This is an optimization exercise on Yosys and OpenROAD, whose aim is small area, not a production implementation. In this exercise RTL edits were held to simulation tests only and were not proved equivalent to the original. In runs 1 and 3 the design's own scripts or RTL, not TritonCTS, make the clock network. The clock port is modelled as an ideal driver, which makes a skipped or thinned clock tree look cheaper than it is; a real chip needs a root buffer or a tree. Power and IR drop assume default switching activity.

===== flow/flow/run.sh =====
#!/bin/bash
# The standard layout (standard.sh) with these changes:
# - synthesis: ABC maps the logic with the area script in area.abc, and Yosys
#   does not extract half/full adders first (ADDER_MAP_FILE empty); the
#   flip-flops are mapped before either step, so they keep the standard
#   synthesis's cells and names;
# - every port gets the smallest buffer, sky130_fd_sc_hd__buf_1;
set -euo pipefail
work=$PWD
flow=$work/flow
export AREA_ABC_SCRIPT=$flow/area.abc
export FLOW_SYNTH_TCL=$work/synth_recipe.tcl
export BUFFER_PORTS_ARGS="-buffer_cell sky130_fd_sc_hd__buf_1"
export CLOCK_TREE_TCL=$flow/clock_tree.tcl
export POST_GLOBAL_PLACE_TCL=$flow/post_gpl.tcl
export PRE_CTS_TCL=$flow/pre_cts.tcl
export CLOCK_PORT_NAME=clk
export CLOCK_BUFFER_CELL=sky130_fd_sc_hd__buf_4
export CLOCK_BUFFER_BIG_CELL=sky130_fd_sc_hd__buf_6
export CLOCK_SLEW_TARGET_NS=0.118
sed -e "s#SYNTH_SCRIPT=[^ ]*#SYNTH_SCRIPT=$flow/synth.tcl ADDER_MAP_FILE=#" standard.sh > run_standard.sh
grep -q "SYNTH_SCRIPT=$flow/synth.tcl ADDER_MAP_FILE=" run_standard.sh
bash run_standard.sh > standard.log 2>&1

===== flow/flow/area.abc =====
strash
&get -n
&st
&dc2
&dc2
&dch -f
&nf -R 1000
&put
strash
&get -n
&st
&dc2
&dc2
&dch -f
&nf -R 1000
&put

===== flow/flow/clock_tree.tcl =====

proc clock_tree_build {} {
  set block [ord::get_db_block]
  set clk_net [$block findNet $::env(CLOCK_PORT_NAME)]
  set master [[ord::get_db] findMaster $::env(CLOCK_BUFFER_CELL)]

  set sinks {}
  foreach iterm [$clk_net getITerms] {
    set loc [[$iterm getInst] getLocation]
    lappend sinks [list [lindex $loc 0] [lindex $loc 1] $iterm]
  }

  # split by x then y, or by y then x: whichever gives the groups the
  # smaller total bounding box half-perimeter
  set groups {}
  set best_hpwl -1
  foreach {first second} {0 1 1 0} {
    set candidate {}
    foreach half [clock_tree_halves $sinks $first] {
      foreach quarter [clock_tree_halves $half $second] { lappend candidate $quarter }
    }
    set hpwl 0
    foreach group $candidate { set hpwl [expr {$hpwl + [clock_tree_hpwl $group]}] }
    if { $best_hpwl < 0 || $hpwl < $best_hpwl } {
      set best_hpwl $hpwl
      set groups $candidate
    }
  }

  set k 0
  foreach group $groups {
    set buf [odb::dbInst_create $block $master clkbuf_leaf_$k]
    set net [odb::dbNet_create $block clknet_leaf_$k]
    $net setSigType CLOCK
    set sx 0
    set sy 0
    foreach sink $group {
      set sx [expr {$sx + [lindex $sink 0]}]
      set sy [expr {$sy + [lindex $sink 1]}]
      set iterm [lindex $sink 2]
      $iterm disconnect
      $iterm connect $net
    }
    [$buf findITerm A] connect $clk_net
    [$buf findITerm X] connect $net
    set n [llength $group]
    $buf setLocation [expr {$sx / $n}] [expr {$sy / $n}]
    $buf setPlacementStatus PLACED
    puts "clock tree: $::env(CLOCK_BUFFER_CELL) clkbuf_leaf_$k drives $n clock pins"
    incr k
  }
}

proc clock_tree_halves { items key } {
  set items [lsort -integer -index $key $items]
  set mid [expr {([llength $items] + 1) / 2}]
  return [list [lrange $items 0 [expr {$mid - 1}]] [lrange $items $mid end]]
}

proc clock_tree_hpwl { group } {
  set xs [lsort -integer [lmap sink $group { lindex $sink 0 }]]
  set ys [lsort -integer [lmap sink $group { lindex $sink 1 }]]
  return [expr {[lindex $xs end] - [lindex $xs 0] + [lindex $ys end] - [lindex $ys 0]}]
}

proc clock_tree_size {} {
  set block [ord::get_db_block]
  set_propagated_clock [all_clocks]
  foreach iterm [[$block findNet $::env(CLOCK_PORT_NAME)] getITerms] {
    set inst [$iterm getInst]
    set pin [get_pins [$inst getName]/X]
    estimate_parasitics -placement
    set slew [get_property $pin slew_max_rise]
    puts "clock tree estimate: [$inst getName] [[$inst getMaster] getName] slew $slew"
    if { $slew > $::env(CLOCK_SLEW_TARGET_NS) } {
      $inst swapMaster [[ord::get_db] findMaster $::env(CLOCK_BUFFER_BIG_CELL)]
      estimate_parasitics -placement
      puts "clock tree estimate: [$inst getName] [[$inst getMaster] getName] slew [get_property $pin slew_max_rise]"
    }
  }
  unset_propagated_clock [all_clocks]
}

if { $::env(CLOCK_TREE_STEP) eq "build" } {
  clock_tree_build
  estimate_parasitics -placement
  do_placement $::global_placement_args
  estimate_parasitics -placement
} else {
  clock_tree_size
  proc clock_tree_synthesis { args } {
    puts "clock_tree_synthesis skipped: the clock tree is already built"
  }
}

===== flow/flow/post_gpl.tcl =====
set ::env(CLOCK_TREE_STEP) build
source $::env(CLOCK_TREE_TCL)

===== flow/flow/pre_cts.tcl =====
set ::env(CLOCK_TREE_STEP) size
source $::env(CLOCK_TREE_TCL)

===== flow/flow/synth.tcl =====
# The standard synthesis, with ABC mapping the logic for area with the
# script in area.abc instead of ORFS's speed script. The flip-flops are mapped
# before ABC runs, so they keep the standard synthesis's cells and names.
proc abc {args} {
  set i [lsearch -exact $args -script]
  if { $i >= 0 } { lset args [expr {$i + 1}] $::env(AREA_ABC_SCRIPT) }
  yosys abc {*}$args
}
source $::env(FLOW_SYNTH_TCL)

===== flow/standard.sh =====
#!/bin/bash
# synth_recipe.tcl (not shown) runs the flow's synth.tcl, then flattens the netlist and writes it again
# the make line also repeats each setting of config.mk as NAME=value (left out here)
make -C /OpenROAD-flow-scripts/flow DESIGN_CONFIG=/design/flow/config.mk WORK_HOME=/design/flow/orfs CLKGATE_MAP_FILE= SYNTH_SCRIPT=/design/flow/synth_recipe.tcl "${@:-finish}"

===== flow/config.mk =====
export PLATFORM = sky130hd
export DESIGN_NAME = odd_detector
export DESIGN_NICKNAME = odd_detector
export VERILOG_FILES = /design/flow/design.v
export SDC_FILE = /design/flow/constraint.sdc
export NUM_CORES = 8
export LEC_CHECK = 0
export CAP_MARGIN = 20
export CORE_MARGIN = 2
export CORE_UTILIZATION = 35
export PLACE_DENSITY = 0.8
export SLEW_MARGIN = 40

===== flow/constraint.sdc =====
create_clock -name core_clock -period 10.0 [get_ports {clk}]
set_input_delay 2.0000 -clock core_clock [delete_from_list [all_inputs] [get_ports {clk}]]
set_output_delay 2.0000 -clock core_clock [all_outputs]
set_load 0.01 [all_outputs]

===== flow/design.v =====
`timescale 1ns / 1ps
module synchronizer #(
    parameter WIDTH = 1
    ) (
    input wire clk,
    input wire [WIDTH-1:0] asynclk,
    output reg [WIDTH-1:0] syn_clk
    );
    reg [WIDTH-1:0] sync1;
always @(posedge clk)
begin
    sync1 <= asynclk;
    syn_clk <= sync1;
end
endmodule
`timescale 1ns / 1ps
module odd_detector(
    input wire clk,
    input wire reset,
    input wire [7:0] integers,
    input wire [7:0] N,
    input wire latch_in,
    output wire [7:0] out_value,
    output wire ready
    );
    wire sync_latch_in;
    wire [7:0] sync_integers;
    wire [7:0] sync_N;
    synchronizer #(.WIDTH(17)) in_sync(
        .clk(clk),
        .asynclk({latch_in, N, integers}),
        .syn_clk({sync_latch_in, sync_N, sync_integers}));
    reg latch_d_reg;         
    reg [7:0] left_reg;      
    reg [7:0] xor_reg;       
    wire latch_edge = sync_latch_in & ~latch_d_reg;
    wire idle = (left_reg == 8'd0);
    wire first = idle & latch_edge;      
    wire [7:0] left_cur = left_reg | (sync_N & {8{first}});
    wire [7:0] left_next = left_cur - {7'd0, latch_edge};
    wire [7:0] xor_next = (xor_reg & ~{8{first}}) ^ (sync_integers & {8{latch_edge}});
    assign out_value = xor_next;
    assign ready = latch_edge & (left_cur == 8'd1);
    always @(posedge clk) begin
        latch_d_reg <= sync_latch_in;
        xor_reg <= xor_next;
    end
    always @(posedge clk) begin
        if (reset)
            left_reg <= 8'd0;
        else
            left_reg <= left_next;
    end
endmodule

==> flow_summary.yaml, run 1 <==
layout:
  reg_top3: "in_sync.syn_clk (17), in_sync.sync1 (17)"
  mostFrequentLayoutCell: "dfxtp_1"
  final_cell_mix: "51 x dfxtp_1, 27 x buf_1, 17 x nand2_1"
  area_growth_pct: 14.25
  fin_util: 0.4216
  n_antenna_cell: 0
  drive_above_1_share: 0.03425
  nFillCells: 365
  stdcell_area_sq_mm: 0.001555
  nNetsFinal: 167
min_path:
  hold_depth: 0
  hold_path.startpoint: "in_sync.sync1[2]$_DFF_P_"
  holdPathEnd: "in_sync.syn_clk[2]$_DFF_P_"
  hold_class: "flop to flop"
synthesis:
  synthAdderAreaFrac: 0
  yosys.area_share.simple: 0.1268
  syn-num-nets: 134
  synthMuxAreaShare: 0
  yosysTopAreaCellShare: 0.7500
  syn_area_sq_mm: 0.001361
  synth_compound_area_frac: 0.04963
  synth.distinct_cells: 15
  yosysWarnings: 2
  yosysTopAreaCell: "dfxtp_1"
  yosysSeqAreaShare: 0.7500
  postSynthAreaPerCell_sq_um: 11.84
  synthCells: 115
  netlist_top_cells_area: "dfxtp_1 75%, xor2_1 5.8%, nand2_1 4.7%, a21oi_1 4.4%, nor2_1 2.8%"
  synth_top_family_by_area: "simple AND/OR/NAND/NOR gates"
  synth_xor_area_frac: 0.07077
  yosys_register_bits: 51
critical_path:
  worst-setup-path-type: "flop to output pin"
  cp_num_cells: 7
  reg2reg_slack_ns: 7.82
  worst_path_max_delay_cell: "nor2b_2"
  crit_path_max_fanout: 14
  r2r-start: "in_sync.syn_clk[16]$_DFF_P_"
  path_cells: "nor2b_2 > and3_1 > a21oi_1 > nor2b_1 > nand4_1 > nor2_1 > buf_1"
  cp_top_family: "simple AND/OR/NAND/NOR gates"
  cp.required_ns: 8.00
  r2r_cells: 9
  setup.worst_path.end_class: "output pin"
  arrival_ns: 2.00
  worstReg2RegEnd: "left_reg[5]$_SDFF_PP0_"
  crit_path_start_kind: "flop"
  slowest_delay_ns: 0.42
  crit_buf_inv: 1
clocking:
  ctsHoldBuffers: 0
  cts_setup_buffers: 0
  worst_skew_pair.late_latency_ns: 0.14
  path_clk_slew_ns: 0.11
  ctsResizeCount: 0
sta:
  setup_tns_ns: 0
  setup-violations-final: 0
  slew_viol_final: 0
  fin_crit_ns: 4.005
  tightest_slew_ns: 0.4558
  hold_viol: 0
  rsz0062_at_grt: "false"
  max_freq_mhz: 249.7
  fin_crit_sh: 0.4005
  skew_ns: 0.008988
  finalWorstSetupSlack_ns: 5.995
  relSlewSlack: 0.6948
detailed_routing:
  wl_per_cell_um: 9.768
  drtPass1Iterations: 4
  vias: 820
  final_antenna_net_count: 0
  drc_errors: 0
  vias_per_cell: 4.227
  wirelength_um: 1895
  drtIter0Drc: 16
power_and_ir_drop:
  leakage_nw: 0.6115
  p_total_uw: 386.5
  powerDensity_mw_per_mm2: 248.5
  peakVddDrop_uv: 117.7
placed_design:
  place_area_sq_mm: 0.001553
  numPortBuffers: 27
  dp_hpwl_um: 1583
  pre_cts_slack_ns: 5.952
floorplanning:
  core-area_sq_mm: 0.003689
  io_pins: 28
  initial_core_util: 0.3691
  die_width_um: 66.37
  die_area_sq_mm: 0.004404
  core.rowCount: 22
  die_y_um: 66.37
global_routing:
  grt_antenna_before_repair: 0
  grt_pass1_wl_um: 3270
  met2_usage: 0.1563
  use_met3: 0.008518
  grt_max_degree: 15
  grt_pass1_vias: 766
  track_usage: 0.09153
  grt.overflow.total: 0
  top_usage_layer: "met2"
  grt_use_met1: 0.1251
run:
  drv_cap: 0
run_status:
  status: "finished clean"
==> synthesized netlist by cell type <==
library cell / n
xor2_1: 9
nand4_1: 2
nor3_1: 1
and3_1: 2
nor2_1: 10
xnor2_1: 2
nor2b_1: 2
dfxtp_1: 51
nand2_1: 17
clkinv_1: 1
nor4_1: 2
a21oi_1: 12
a21o_1: 1
or2_0: 1
nand3_1: 2
==> cell families after synthesis <==
logic type      count (synthesis)
compound gates                 13
xor+xnor                       11
buf+inv                         1
flops                          51
simple gates                   39
==> layout make-up <==
class / count / area (sq um) / area share
flip-flops and latches: 51 / 1021 / 0.6565
multi-input cells: 63 / 339.1 / 0.2180
repair buffers: 27 / 101.3 / 0.06516
well taps: 48 / 60.06 / 0.03862
plain buffers: 4 / 30.03 / 0.01931
inverters: 1 / 3.754 / 0.002414
==> worst register-to-register path, stage by stage (launching register included) <==
cell,delay [ns]
dfxtp_1,0.33
nor2b_2,0.42
and3_1,0.38
a21oi_1,0.15
nand3_1,0.20
clkinv_1,0.11
and3_1,0.23
a21oi_1,0.16
nor2_1,0.06
nor2_1,0.09
==> per-layer routing <==
metal / vias up / wire length (um)
met4: 0 / 29
met3: 2 / 63
li1: 433 / -
met1: 372 / 866
met2: 13 / 935
met5: - / 0
==> power by group <==
part | internal (mW) | switching, mW | leakage [nW]
Combinational | 0.0294 | 0.0502 | 0.164
Clock | 0.0211 | 0.0436 | 0.0192
Sequential | 0.233 | 0.00934 | 0.428
Total | 0.283 | 0.103 | 0.611
==> worst max-delay path by stage <==
stage	startpoint	end	slack, ns
global route	in_sync.syn_clk[16]$_DFF_P_	ready	5.74
detailed placement	in_sync.syn_clk[16]$_DFF_P_	ready	5.95
CTS	in_sync.syn_clk[16]$_DFF_P_	ready	5.94
global placement	in_sync.syn_clk[16]$_DFF_P_	ready	6.05
finish	in_sync.syn_clk[16]$_DFF_P_	ready	6.00
floorplan	in_sync.syn_clk[16]$_DFF_P_	ready	6.32
==> metrics by stage <==
stage               hold WS, ns  cells
global placement         0.3101    190
CTS                      0.3121    194
detailed placement       0.3121    194
global route             0.3383    194
finish                   0.3261    194
floorplan                0.3096    115
==> inputs of run 2 (changes only) <==
--- a/flow/flow/run.sh
+++ b/flow/flow/run.sh
@@ -15,6 +15,7 @@
 export POST_GLOBAL_PLACE_TCL=$flow/post_gpl.tcl
 export PRE_CTS_TCL=$flow/pre_cts.tcl
 export CLOCK_PORT_NAME=clk
+export IO_CONSTRAINTS=$flow/io.tcl
 export CLOCK_BUFFER_CELL=sky130_fd_sc_hd__buf_4
 export CLOCK_BUFFER_BIG_CELL=sky130_fd_sc_hd__buf_6
 export CLOCK_SLEW_TARGET_NS=0.118
==> flow/flow/io.tcl (new file) <==
# Keep every port together on the middle of one edge, so that the logic, and
# with it the flip-flops each clock buffer drives, is placed close together.
set io_pins {}
foreach port [concat [all_inputs] [all_outputs]] { lappend io_pins [get_name $port] }
set_io_pin_constraint -region bottom:30-45 -pin_names $io_pins
--- a/flow/config.mk
+++ b/flow/config.mk
@@ -7,6 +7,6 @@
 export LEC_CHECK = 0
 export CAP_MARGIN = 20
 export CORE_MARGIN = 2
-export CORE_UTILIZATION = 35
-export PLACE_DENSITY = 0.8
+export CORE_UTILIZATION = 30
+export PLACE_DENSITY = 0.9
 export SLEW_MARGIN = 40
==> run 2 against run 1 <==
The run now fails in 3_2_place_iop. Synthesized area unchanged. Synthesized cell count unchanged.
==> flow_summary.yaml, run 2 <==
synthesis:
  synth-async-reset-ratio: 0
  ys_top_cells_by_count: "51 x dfxtp_1, 17 x nand2_1, 12 x a21oi_1, 10 x nor2_1, 9 x xor2_1"
  synthFlopType: "dfxtp_1"
  synth_edf_count: 0
  yosysSeqAreaShare: 0.7500
  yosys_register_bits: 51
  postSynthAreaPerCell_sq_um: 11.84
  yosysTopAreaCellShare: 0.7500
  synth.most_common_cell: "dfxtp_1"
  yosysTopAreaCell: "dfxtp_1"
  syn-num-nets: 134
  synth.distinct_cells: 15
  synthCells: 115
  yosysWarnings: 2
  netlist_top_cells_area: "dfxtp_1 75%, xor2_1 5.8%, nand2_1 4.7%, a21oi_1 4.4%, nor2_1 2.8%"
  syn_area_sq_mm: 0.001361
floorplanning:
  initial_core_util: 0.3126
  core.rowCount: 24
  die_y_um: 71.36
  die_width_um: 71.36
run_status:
  status: "aborted with a tool error"
  tool.error: "[ERROR PPL-0111] 1 constraint(s) does not have available slots for the pins."
  failing_step: "3_2_place_iop"
-- run 2: cell counts after synthesis --
No cell type changed its count.
-- run 2: cell families after synthesis --
logic type	Yosys count	synth area share
and+or+nand+nor	39	0.1268
buffers and inverters	1	0.002755
DFF	51	0.7500
AOI/OAI and AO/OA	13	0.04964
xor gates and xnor gates	11	0.07078
==> inputs of run 3 (changes only) <==
==> flow/flow/io.tcl (replaced) <==
# Keep every port together on the middle of one edge, so that the logic, and
# with it the flip-flops each clock buffer drives, is placed close together.
set io_pins {}
foreach port [concat [all_inputs] [all_outputs]] { lappend io_pins [get_name $port] }
set_io_pin_constraint -region bottom:20-55 -pin_names $io_pins
==> run 3 against run 2 <==
Now clean on timing, DRC and antenna. Synthesized cell count is the same. Synthesized area is the same.
==> flow_summary.yaml, run 3 <==
sta:
  setup-violations-final: 0
  hold_viol: 0
  tightest_slew_ns: 0.5223
  fin_crit_ns: 4.014
  finalWorstSetupSlack_ns: 5.986
  relSlewSlack: 0.6502
  rsz0062_at_grt: "false"
  setup_tns_ns: 0
  skew_ns: 0.02668
  slew_viol_final: 0
  max_freq_mhz: 249.2
  fin_crit_sh: 0.4014
min_path:
  hold_class: "flop to flop"
synthesis:
  yosysTopAreaCellShare: 0.7500
  synth-async-reset-ratio: 0
  synth_edf_count: 0
  synth.distinct_cells: 15
  yosysWarnings: 2
  yosysSeqAreaShare: 0.7500
  synthFlopType: "dfxtp_1"
  syn_area_sq_mm: 0.001361
  ys_top_cells_by_count: "51 x dfxtp_1, 17 x nand2_1, 12 x a21oi_1, 10 x nor2_1, 9 x xor2_1"
  yosys_register_bits: 51
  yosysTopAreaCell: "dfxtp_1"
  syn-num-nets: 134
  postSynthAreaPerCell_sq_um: 11.84
  synthCells: 115
  netlist_top_cells_area: "dfxtp_1 75%, xor2_1 5.8%, nand2_1 4.7%, a21oi_1 4.4%, nor2_1 2.8%"
  synth.most_common_cell: "dfxtp_1"
clocking:
  ctsHoldBuffers: 0
  worst_skew_pair.late_latency_ns: 0.14
  path_clk_slew_ns: 0.10
  ctsResizeCount: 0
  cts_setup_buffers: 0
critical_path:
  cp_top_family: "simple AND/OR/NAND/NOR gates"
  slowest_delay_ns: 0.46
  setup.worst_path.end_class: "output pin"
  worst-setup-path-type: "flop to output pin"
  crit_path_max_fanout: 14
  path_cells: "nor2b_2 > and3_1 > a21oi_1 > nor2b_1 > nand4_1 > nor2_1 > buf_1"
  crit_path_start_kind: "flop"
  crit_buf_inv: 1
  arrival_ns: 2.01
  worst_path_max_delay_cell: "nor2b_2"
  cp.required_ns: 8.00
layout:
  final_cell_mix: "51 x dfxtp_1, 27 x buf_1, 17 x nand2_1"
  nNetsFinal: 167
  mostFrequentLayoutCell: "dfxtp_1"
  fin_cells: 198
  nFillCells: 423
  area_growth_pct: 15.17
  drive_above_1_share: 0.03425
  reg_top3: "in_sync.syn_clk (17), in_sync.sync1 (17)"
  n_antenna_cell: 0
detailed_routing:
  drc_errors: 0
  drt-met1-wl_um: 1032
  wl_met2_um: 1282
  wl_per_cell_um: 11.86
  vias: 835
  final_antenna_net_count: 0
  wirelength_um: 2349
  routed-wl-met3_um: 17
  drtIter0Drc: 14
  vias_per_cell: 4.217
  topRoutingLayerUsed: "met4"
  drtPass1Iterations: 4
floorplanning:
  die_area_sq_mm: 0.005092
  initial_core_util: 0.3126
  die_y_um: 71.36
  core-area_sq_mm: 0.004354
  core.rowCount: 24
  die_width_um: 71.36
  io_pins: 28
power_and_ir_drop:
  leakage_nw: 0.6140
  p_total_uw: 401.8
  powerDensity_mw_per_mm2: 256.3
  peakVddDrop_uv: 123.3
global_routing:
  grt_pass1_wl_um: 3712
  grt.overflow.total: 0
  track_usage: 0.08616
  grt_max_degree: 15
  grt_antenna_before_repair: 0
  grt_pass1_vias: 859
run_status:
  status: "finished clean"
placed_design:
  dp_hpwl_um: 1897
  place_inst: 198
  pre_cts_slack_ns: 5.925
  numPortBuffers: 27
run:
  drv_cap: 0
[run 3: cell counts after synthesis]
No cell type changed its count.
[run 3: report_power, final]
| part | internal (mW) | switching, mW | leakage [nW] |
|---|---|---|---|
| sequential | 0.233 | 0.0101 | 0.428 |
| combinational | 0.0294 | 0.0530 | 0.164 |
| clock | 0.0266 | 0.0496 | 0.0217 |
[run 3: final timing paths]
check	start	to	slack (ns)	depth (start not counted)
hold reg to reg	in_sync.sync1[7]$_DFF_P_	in_sync.syn_clk[7]$_DFF_P_	0.33	0
setup reg to reg	in_sync.syn_clk[16]$_DFF_P_	left_reg[5]$_SDFF_PP0_	7.74	9
hold / removal	in_sync.sync1[7]$_DFF_P_	in_sync.syn_clk[7]$_DFF_P_	0.33	0
setup / recovery	in_sync.syn_clk[16]$_DFF_P_	ready	5.99	7
[run 3: through the flow]
step / hold slack [ns] / cell area, sq um / utilization
floorplan: 0.3096 / 1361 / -
global placement: 0.3102 / 1528 / 0.3509
detailed placement: 0.3121 / 1558 / 0.3578
CTS: 0.3121 / 1565 / 0.3595
global route: 0.3394 / 1568 / 0.3601
finish: 0.3333 / 1568 / 0.3601
[run 3: logic make-up after synthesis]
| kind of cell | count (synthesis) | synth area share |
|---|---|---|
| AO/OA/AOI/OAI | 13 | 0.04964 |
| flip-flops | 51 | 0.7500 |
| AND/OR/NAND/NOR | 39 | 0.1268 |
| buffers and inverters | 1 | 0.002755 |
| XOR/XNOR | 11 | 0.07078 |
[run 3: cell type report]
| type | count | area (sq um) | area share |
|---|---|---|---|
| Sequential cell | 51 | 1021 | 0.6512 |
| Multi-Input combinational cell | 63 | 339.1 | 0.2163 |
| Timing Repair Buffer | 27 | 101.3 | 0.06464 |
| Tap cell | 52 | 65.06 | 0.04150 |
| Buffer | 4 | 37.54 | 0.02394 |
| Inverter | 1 | 3.754 | 0.002394 |
[run 3: routing by layer]
metal,GRT usage,vias to the layer above
met1,0.1035,390
met3,0.002813,2
met2,0.1708,10
met5,0,-
li1,-,433
met4,0.01468,0

static timing again, ports no longer ideal:
How much do the figures lean on ideal ports? The routed layouts below were timed once more, with nothing changed but the port constraints.
Step 1 sets driving cells, clkbuf_16 on the clock port and buf_2 on the other inputs (assumed; they add their load-dependent delay and slew).
Step 2 times the ports against the registers' clock, not the clock port: input delays grow and output delays shrink by t, the midpoint of the rising clock arrivals with the driver on.
a / b / c = no drivers / after step 1 / after step 2; a / b = the first two.
run	t, ns	setup WS [ns]	worst setup path at the end	worst register clock-pin slew, ns
run 1	0.176	5.995 / 5.959 / 6.135	register to output	0.11 / 0.11
run 3	0.165	5.986 / 5.952 / 6.117	register to output	0.11 / 0.11
After both steps every run listed still meets setup and hold.
